Source: an optimization exercise on an open RTL-to-GDS flow (aim: small area, a short achievable clock period and few clock cycles per item). Production flows keep margins and buffers that such runs may drop.
No functional check of the RTL was part of any run shown here.

==> design.v <==
`timescale 1ns / 1ps
module fir_1(
    input clk,
    input reset_p,
    input [15:0]x,
    input act,
    output reg [15:0]y,
    output reg ready
    );
    parameter L1 = 3'b000, L2 = 3'b001, L3 = 3'b010, Endloop = 3'b011, L4 = 3'b100;
    reg [2:0]state;
    reg [4:0]i;
    reg signed [31:0]acc;
    reg signed [15:0]shift_reg[0:10];
    integer j;
    always@( posedge clk or posedge reset_p)begin
        if( reset_p == 1'b1)begin
            state <= 3'b0;
            i <= 5'b0;
            acc <= 32'b0;            
            y <= 16'b0;
            ready <= 1'b1;
            for(j = 0; j < 11; j = j + 1) begin
                shift_reg[j] <= 16'b0;
            end
        end else begin
            case( state)
            L1: begin
                if( act == 1'b1)begin
                    state <= L2;
                    ready <= 1'b0;
                end else begin
                    ready <= 1'b1;
                end
                acc <= 32'b0;
                i   <= 5'd10;
            end
            L2: begin
                if( i == 5'b11111)begin  
                    state <= L4;
                end else begin
                    state <= L3;
                end
            end
            L3: begin
                if( i == 5'd0) begin
                    acc <= acc + ($signed(x) * $signed(16'b1111111101111000));
                    shift_reg[0] <= x;
                end else begin
                    case( i)
                        5'd10: acc <= acc + (shift_reg[ 9] * $signed(16'b1111111101111000)); 
                        5'd9:  acc <= acc + (shift_reg[ 8] * $signed(16'b1111111001110011)); 
                        5'd8:  acc <= acc + (shift_reg[ 7] * $signed(16'b1111111110101001)); 
                        5'd7:  acc <= acc + (shift_reg[ 6] * $signed(16'b0000101110111100)); 
                        5'd6:  acc <= acc + (shift_reg[ 5] * $signed(16'b0010000010010010)); 
                        5'd5:  acc <= acc + (shift_reg[ 4] * $signed(16'b0010101110000110)); 
                        5'd4:  acc <= acc + (shift_reg[ 3] * $signed(16'b0010000010010010)); 
                        5'd3:  acc <= acc + (shift_reg[ 2] * $signed(16'b0000101110111100));
                        5'd2:  acc <= acc + (shift_reg[ 1] * $signed(16'b1111111110101001));
                        5'd1:  acc <= acc + (shift_reg[ 0] * $signed(16'b1111111001110011));
                        default: acc <= acc;
                    endcase
                    case( i)
                    5'd10: shift_reg[10] <= shift_reg[9];
                    5'd9:  shift_reg[ 9] <= shift_reg[8];
                    5'd8:  shift_reg[ 8] <= shift_reg[7];
                    5'd7:  shift_reg[ 7] <= shift_reg[6];
                    5'd6:  shift_reg[ 6] <= shift_reg[5];
                    5'd5:  shift_reg[ 5] <= shift_reg[4];
                    5'd4:  shift_reg[ 4] <= shift_reg[3];
                    5'd3:  shift_reg[ 3] <= shift_reg[2];
                    5'd2:  shift_reg[ 2] <= shift_reg[1];
                    5'd1:  shift_reg[ 1] <= shift_reg[0];
                    default:shift_reg[0] <= 16'b0;
                    endcase
                end
                state <= Endloop;
            end
            Endloop: begin
                i <= i - 1;
                state <= L2;
            end
            L4: begin
                state <= L1;
                y <= acc[31:16];
            end
            default: begin
                state <= 3'b000;
            end
            endcase
        end
    end
endmodule
==> run.sh <==
#!/bin/bash
# synth_recipe.tcl (not shown) runs the flow's synth.tcl, then flattens the netlist and writes it again
# the make line also repeats each setting of config.mk as NAME=value (left out here)
make -C /OpenROAD-flow-scripts/flow DESIGN_CONFIG=/design/flow/config.mk WORK_HOME=/design/flow/orfs CLKGATE_MAP_FILE= SYNTH_SCRIPT=/design/flow/synth_recipe.tcl finish
==> config.mk <==
export PLATFORM = sky130hd
export DESIGN_NAME = fir_1
export DESIGN_NICKNAME = fir_1
export VERILOG_FILES = /design/flow/design.v
export SDC_FILE = /design/flow/constraint.sdc
export NUM_CORES = 4
export LEC_CHECK = 0
export CAP_MARGIN = 20
export CORE_MARGIN = 2
export CORE_UTILIZATION = 40
export SLEW_MARGIN = 20
==> constraint.sdc <==
create_clock -name core_clock -period 10.0 [get_ports {clk}]
set_input_delay 2.0000 -clock core_clock [delete_from_list [all_inputs] [get_ports {clk}]]
set_output_delay 2.0000 -clock core_clock [all_outputs]
set_load 0.01 [all_outputs]
==> flow_metrics.tcl, run 1 <==
set metrics [dict create \
    row_count 140 \
    maxCapViolCount 0 \
    rsz0062_at_grt "false" \
    netlist_area_um2 58410 \
    ctsHoldBuffers 0 \
    io-pin-count 36 \
    ys_seq_area_share_pct 9.299 \
    top_layer "met5" \
    die_w_um 386.1 \
    routed_wl_um 183500 \
    route.detailed.drc 0 \
    crit_slowest_cell "clkdlybuf4s50_1" \
    critPathRequiredTime_ps 10470 \
    cts_tree "done" \
    track_usage_pct 25.02 \
    min_from "y[2]" \
    place_congestion 0.9931 \
    cts_max_level 2 \
    antenna_found_initial 8 \
    status "finished clean" \
    synth-main-ff-cell "dfrtp_1" \
    largest_register_ffs 160 \
    slew_headroom_pct 8.719 \
    avgViaCountPerCell 5.434 \
    finalSetupViolCount 0 \
    wl_met1_um 83800 \
    critPathLaunchType "input pin" \
    clk_pin_slew_ps 50 \
    worst_slew_pin_slew_ps 1335 \
    detail_route.first_pass.iterations 9 \
    synth.distinct_cells 88 \
    cts-resized-gates 0 \
    dp.cells 8491 \
    syn_inst 6591 \
    crit_path_max_incr_delay_ps 640 \
    synthArstFlopShare_pct 100.0 \
    avgSynthCellArea_um2 8.862 \
    hpwl_um 152200 \
    placed_area_um2 61250 \
    root_buffer "clkbuf_16" \
    post-cts-setup-buffers 0 \
    synth_edf_count 0 \
    arrival_ps 9470 \
    core-area_um2 145400 \
    layout.cells.non_filler 8554 \
    clock-sinks 217 \
    grt_pass1_wl_um 283200 \
    cpMostUsedCell "a21oi_1" \
    grt_max_degree 70 \
    wl_met3_um 12200 \
    routed-wl-met2_um 82050 \
    drv_slew 0 \
    cp_max_fo 4 \
    period_share_pct 89.98 \
    final.setup_skew_ps 54.92 \
    drt_iter0_markers 3552 \
    ys_warn_count 2 \
    cp-startpoint "x[5]" \
    start_util_pct 40.17 \
    hp-class "reg2reg" \
    finalCriticalPeriod_ps 8998 \
    clock.fmax_ghz 0.1111 \
    pre_cts_ws_ps 571.6 \
    portBuffers 35 \
    post_drt_wl_per_cell_um 21.46 \
    ys_seq_elements 217 \
    crit_type "in2reg" \
    cts_buffer_depth 3 \
    syn_nets 8467 \
    ant_nets 0 \
    fin_tns_setup_ps 0 \
    hold_viol 0 \
    setup_slack_ps 1002 \
    final_area_um2 62370 \
    grt.overflow.total 0 \
    fp.dieArea_um2 149100 \
    grt_pass1_vias 46540 \
    nets 8486 \
    numCtsBuffers 34 \
    drive_above_1_share_pct 3.755 \
    critPathCaptureType "register" \
    vias 46490 \
    clock_latency_ps 630 \
    worst_r2r_startpoint "shift_reg[6][3]" \
    area_growth_pct 6.778 \
    die_h_um 386.1 \
]
-- cell usage after synthesis, types with 34 or more instances --
cell type  instances  share of area [%]
nor2_1           228                1.5
inv_1           1477                9.5
a21oi_1          329                2.8
xor2_1           137                2.1
ha_1            1147                 25
o21a_1            48               0.62
a31oi_1           37               0.40
a21o_1           166                2.1
mux2i_1           35               0.60
nand2b_1          48               0.51
nand2_1          372                2.4
and3_1            34               0.36
nor2b_1           48               0.51
nand3_1           79               0.68
mux2_2            64                1.2
dfrtp_1          216                9.3
clkbuf_1         111               0.71
o22ai_1           48               0.51
o21bai_1          46               0.59
xnor2_1          277                4.2
nor3_1            68               0.58
o21ai_0          347                3.0
a211oi_1          48               0.62
fa_1             710                 24
-- cell families after synthesis --
| family | share of synthesized area, % |
|---|---|
| AND/OR/NAND/NOR | 8.481 |
| buffers and inverters | 10.27 |
| adder cells (fa/ha/maj) | 48.90 |
| AO/OA/AOI/OAI | 14.96 |
| multiplexers | 1.834 |
| XOR/XNOR | 6.249 |
| flip-flops | 9.299 |
-- routing by layer --
layer  vias up  global-route usage [%]
li1      21860                       -
met5         -                       0
met3       224                   3.459
met2      1303                   40.15
met1     23100                   35.27
met4         6                   6.532
-- placed cells by master (no fill, tap or decap), types with 14 or more instances in the layout --
master           Yosys  final
clkbuf_16            0     35
and2_1              20     20
nor3_1              68     67
nor2b_1             48     48
a21boi_0            16     16
nand2b_1            48     48
a211o_1             15     15
ha_1              1147   1147
fa_1               710    710
or3_1               28     28
xor2_1             137    137
mux2_2              64     64
a22oi_1             33     33
nand3_1             79     79
a221oi_1            24     24
o31ai_1             25     25
and3_1              34     34
a21oi_1            329    329
nor2_1             228    226
o21ai_0            347    347
mux2i_1             35     35
clkdlybuf4s50_1      0     35
o21bai_1            46     46
nand4_1             30     30
xnor2_1            277    277
buf_4                0     62
a31o_2              14     14
o21a_1              48     48
nand2_1            372    372
a21o_1             166    166
o211ai_1            23     23
inv_1             1477   1476
and4_1              15     15
o221ai_1            15     15
o2111ai_1           17     17
o22ai_1             48     48
a31oi_1             37     37
or2_2               21     21
dfrtp_1            216    214
a211oi_1            48     48
-- path summary, 6_finish.rpt --
path	to	slack, ps	depth (start not counted)
max in group asynchronous	shift_reg[6][1]	6720	3
worst min register to register	y[2]	510	1
worst min-delay path	y[2]	510	1
worst max register to register	acc[30]	1370	30
worst max-delay path	acc[29]	1000	30
min in group asynchronous	shift_reg[3][11]	1850	2
-- final cells by class --
cell class,instances,area (µm²)
clock inverters,19,192.7
multi-input cells,4776,47010
well taps,1917,2399
inverters,1482,5570
clock buffers,39,910.9
repair buffers,99,842.1
diodes,5,12.51
flip-flops and latches,217,5434
fillers,14420,83020
-- critical path, delay by kind of cell --
family	cells	cell delay [ps]
AO/OA/AOI/OAI	19	3860
adder cells (fa/ha/maj)	6	2400
buffers and inverters	3	850
XOR/XNOR	1	200
AND/OR/NAND/NOR	1	150
-- stage by stage --
stage	util, %	hold slack, ps
6_report	42.90	509.1
5_1_grt	42.89	529.0
4_1_cts	42.89	512.6
3_5_place_dp	42.13	501.0
3_3_place_gp	42.11	489.8
2_1_floorplan	-	497.9
==> run 2: changes to the inputs <==
==> design.v (replaced) <==
`timescale 1ns / 1ps
module fir_1(
    input clk,
    input reset_p,
    input [15:0]x,
    input act,
    output reg [15:0]y,
    output ready
    );
    assign ready = 1'b1;
    reg signed [15:0] h0, h1, h2, h3, h4, h5, h6, h7, h8, h9;
    wire signed [16:0] u1 = h0 + h8;
    wire signed [16:0] u2 = h1 + h7;
    wire signed [16:0] u3 = h2 + h6;
    wire signed [16:0] u4 = h3 + h5;
    wire signed [15:0] xs = x;
    wire signed [31:0] acc = xs * -32'sd136 + u1 * -32'sd397 + u2 * -32'sd87
                           + u3 * 32'sd3004 + u4 * 32'sd8338 + h4 * 32'sd11142
                           + h9 * -32'sd136;
    always @(posedge clk or posedge reset_p) begin
        if (reset_p) begin
            y <= 16'd0;
            h0 <= 0; h1 <= 0; h2 <= 0; h3 <= 0; h4 <= 0;
            h5 <= 0; h6 <= 0; h7 <= 0; h8 <= 0; h9 <= 0;
        end else if (act) begin
            y <= acc[31:16];
            h0 <= x; h1 <= h0; h2 <= h1; h3 <= h2; h4 <= h3;
            h5 <= h4; h6 <= h5; h7 <= h6; h8 <= h7; h9 <= h8;
        end
    end
endmodule
==> run 2 against run 1 <==
- the layout now fails its checks (negative setup slack)
- worst setup slack lost 3300 ps
- die area down 39%
- global-route usage decreased by 4.0 points
- clock skew decreased by 35 ps
- hold slack worse by 6.5 ps
- largest cell class unchanged
==> flow_metrics.tcl, run 2 <==
set metrics [dict create \
    hp-class "reg2reg" \
    antenna_found_initial 0 \
    critPathTopFamily "adder cells" \
    synth_top_cell_area_share_pct 32.66 \
    crit_path_max_incr_delay_ps 610 \
    rsz0062_at_grt "true" \
    clock-sinks 176 \
    final.setup_skew_ps 20.25 \
    drive_above_1_share_pct 22.87 \
    vias 24910 \
    ys_warn_count 1 \
    portBuffers 34 \
    row_count 108 \
    critPathCaptureType "register" \
    hold_viol 0 \
    synth_top_family_by_area "adder cells" \
    pre_cts_ws_ps -2624 \
    cp-startpoint "h2[0]" \
    route.detailed.drc 0 \
    fp.dieArea_um2 90660 \
    synth_most_common_cell "inv_1" \
    min_path_cells 2 \
    area_growth_pct 21.58 \
    synthArstFlopShare_pct 100.0 \
    synth_top_cell_by_area "fa_1" \
    hold_slack_ps 502.6 \
    grt_pass1_wl_um 145800 \
    synth_fa_ha_area_share_pct 54.13 \
    period_share_pct 123.0 \
    drt_iter0_markers 1234 \
    status "finished with violations" \
    cts_tree "done" \
    min_from "y[3]" \
    nFillCells 8081 \
    crit_type "reg2reg" \
    root_buffer "clkbuf_16" \
    insertedDiodeCount 0 \
    ys_seq_area_share_pct 12.47 \
    io-pin-count 36 \
    grt_pass1_vias 26900 \
    critPathRequiredTime_ps 10380 \
    slew_headroom_pct 38.57 \
    ant_nets 0 \
    cts_max_level 4 \
    grt.overflow.total 0 \
    worst_slew_pin_slew_ps 914.9 \
    core-area_um2 87160 \
    layout.cells.most_common "inv_1" \
    ys_top_cells_by_count "1,012 x inv_1, 606 x ha_1, 576 x fa_1, 176 x dfrtp_1, 155 x xnor2_1" \
    clock.fmax_ghz 0.08129 \
    hpwl_um 77980 \
    setup_slack_ps -2302 \
    path_depth 48 \
    die_w_um 301.1 \
    post_drt_wl_per_cell_um 16.96 \
    cts_buffer_depth 2 \
    routed_wl_um 89180 \
    netlist_area_um2 35310 \
    cp_max_fo 4 \
    worst_r2r_startpoint "h2[0]" \
    arrival_ps 12680 \
    die_h_um 301.1 \
    clock_latency_ps 500 \
    finalCriticalPeriod_ps 12300 \
    check.faults "negative setup slack" \
    synthSimpleGateAreaFrac_pct 4.433 \
    clk_pin_slew_ps 80 \
    cpMostUsedCell "fa_1" \
    ys_seq_elements 176 \
    synth.distinct_cells 78 \
    detail_route.first_pass.iterations 5 \
    ctsHoldBuffers 0 \
    maxCapViolCount 0 \
    crit_slowest_cell "fa_2" \
    place_congestion 0.9178 \
    synth_xor_area_share_pct 5.259 \
    drv_slew 0 \
    mostFrequentLayoutCells "982 x inv_1, 573 x ha_1, 564 x fa_1" \
    syn_inst 3494 \
    critPathLaunchType "register" \
    start_util_pct 40.51 \
    track_usage_pct 21.05 \
    rr_worst_depth 48 \
    grt_max_degree 109 \
    synth_mux_area_share_pct 5.216 \
    synth_edf_count 0 \
    finalSetupViolCount 16 \
    synth_area_leaders "fa_1 33%, ha_1 21%, dfrtp_1 12%" \
    numCtsBuffers 17 \
    syn_nets 4695 \
    avgSynthCellArea_um2 10.11 \
    avgViaCountPerCell 4.738 \
    synth_compound_area_share_pct 7.392 \
    nets 5290 \
    crit_buf_inv 8 \
    synth-main-ff-cell "dfrtp_1" \
]
run 2: changes by cell type after synthesis, moves of 47 or more:
cell | before | now
a21o_1 | 166 | 43
a21oi_1 | 329 | 114
clkbuf_1 | 111 | 25
fa_1 | 710 | 576
ha_1 | 1147 | 606
inv_1 | 1477 | 1012
mux2_2 | 64 | 153
nand2_1 | 372 | 77
nand3_1 | 79 | 27
nor2_1 | 228 | 88
o21ai_0 | 347 | 74
o22ai_1 | 48 | 1
xnor2_1 | 277 | 155
xor2_1 | 137 | 57
run 2: path summary, 6_finish.rpt:
path,to,slack (ps)
worst max-delay path,y[12],-2300
worst min-delay path,y[3],500
worst max register to register,y[12],-2300
worst min register to register,y[3],500
max in group asynchronous,h6[9],6380
min in group asynchronous,h3[1],2070
run 2: logic make-up (layout without fill, tap and decap cells):
group                      count (synthesis)  count (layout)
AOI/OAI and AO/OA                        399             399
xor gates and xnor gates                 212             212
adders and majority gates               1182            1182
buffers and inverters                   1041            1649
DFF                                      176             176
muxes                                    163             163
other                                      1               1
and+or+nand+nor                          320             320
run 2: metrics by stage:
stage               cell area [µm²]  setup TNS, ps  instances  util, %
finish                        42930         -27910       5257    49.25
detailed placement            41430         -32590       5208    47.53
global route                  42930         -34140       5257    49.25
floorplan                     35590         -17660       3494        -
global placement              41430         -31060       5208    47.53
CTS                           42520         -30550       5249    48.79
run 2: worst reg2reg max path, delay by kind of cell, from the launching register on:
kind | cells | cell delay [ps]
flip-flops | 1 | 400
XOR/XNOR | 2 | 180
adder cells (fa/ha/maj) | 16 | 6670
AND/OR/NAND/NOR | 7 | 1450
AO/OA/AOI/OAI | 14 | 2920
multiplexers | 1 | 250
buffers and inverters | 8 | 340
run 2: repair_timing:
| action | CTS | global route |
|---|---|---|
| setup endpoints to repair | 16 | 16 |
| setup buffers | 9 | 8 |
| resized for setup | 76 | 75 |
| pin swaps | 68 | 80 |
run 2: layer usage:
| metal | vias to the layer above | track usage [%] | wire length (µm) |
|---|---|---|---|
| li1 | 12130 | - | - |
| met1 | 12280 | 27.79 | 39780 |
| met2 | 372 | 35.22 | 42200 |
| met3 | 123 | 1.909 | 2768 |
| met4 | 0 | 9.382 | 4432 |
| met5 | - | 0 | 0 |
run 2: layout make-up:
| cell class | count | area (µm²) | share of cell area, % |
|---|---|---|---|
| multi-input cells | 2277 | 27970 | 65.16 |
| repair buffers | 604 | 4676 | 10.89 |
| flip-flops and latches | 176 | 4404 | 10.26 |
| inverters | 1013 | 3810 | 8.875 |
| well taps | 1155 | 1445 | 3.366 |
| clock buffers | 18 | 429.2 | 0.9997 |
| clock inverters | 14 | 193.9 | 0.4518 |

## what the ideal ports hide
The flow's constraints put no driver on any port. The routed layouts listed below were extracted and timed again, unchanged, in two steps.
Step 1 sets driving cells, clkbuf_16 on the clock port and buf_2 on the other inputs (assumed; they add their load-dependent delay and slew).
Step 2 adds t to the input delays and takes it off the output delays; t is the mean of the earliest and latest rising clock arrival at the registers after step 1. Input paths then give back, and output paths get back, about the clock's delay inside the block.
a / b / c = no drivers / after step 1 / after step 2; a / b = the first two.
run	shift t [ns]	setup WS [ns]	worst register clock-pin slew, ns	worst data-port slew with drivers (ns)
run 1	0.682	1.002 / 1.051 / 0.368	0.08 / 0.08	0.06
run 2	0.545	-2.302 / -2.302 / -2.465	0.09 / 0.09	0.06
The setup slack of run 1, which loses most, moves by +0.049 ns with the drivers and by -0.634 ns with both steps.
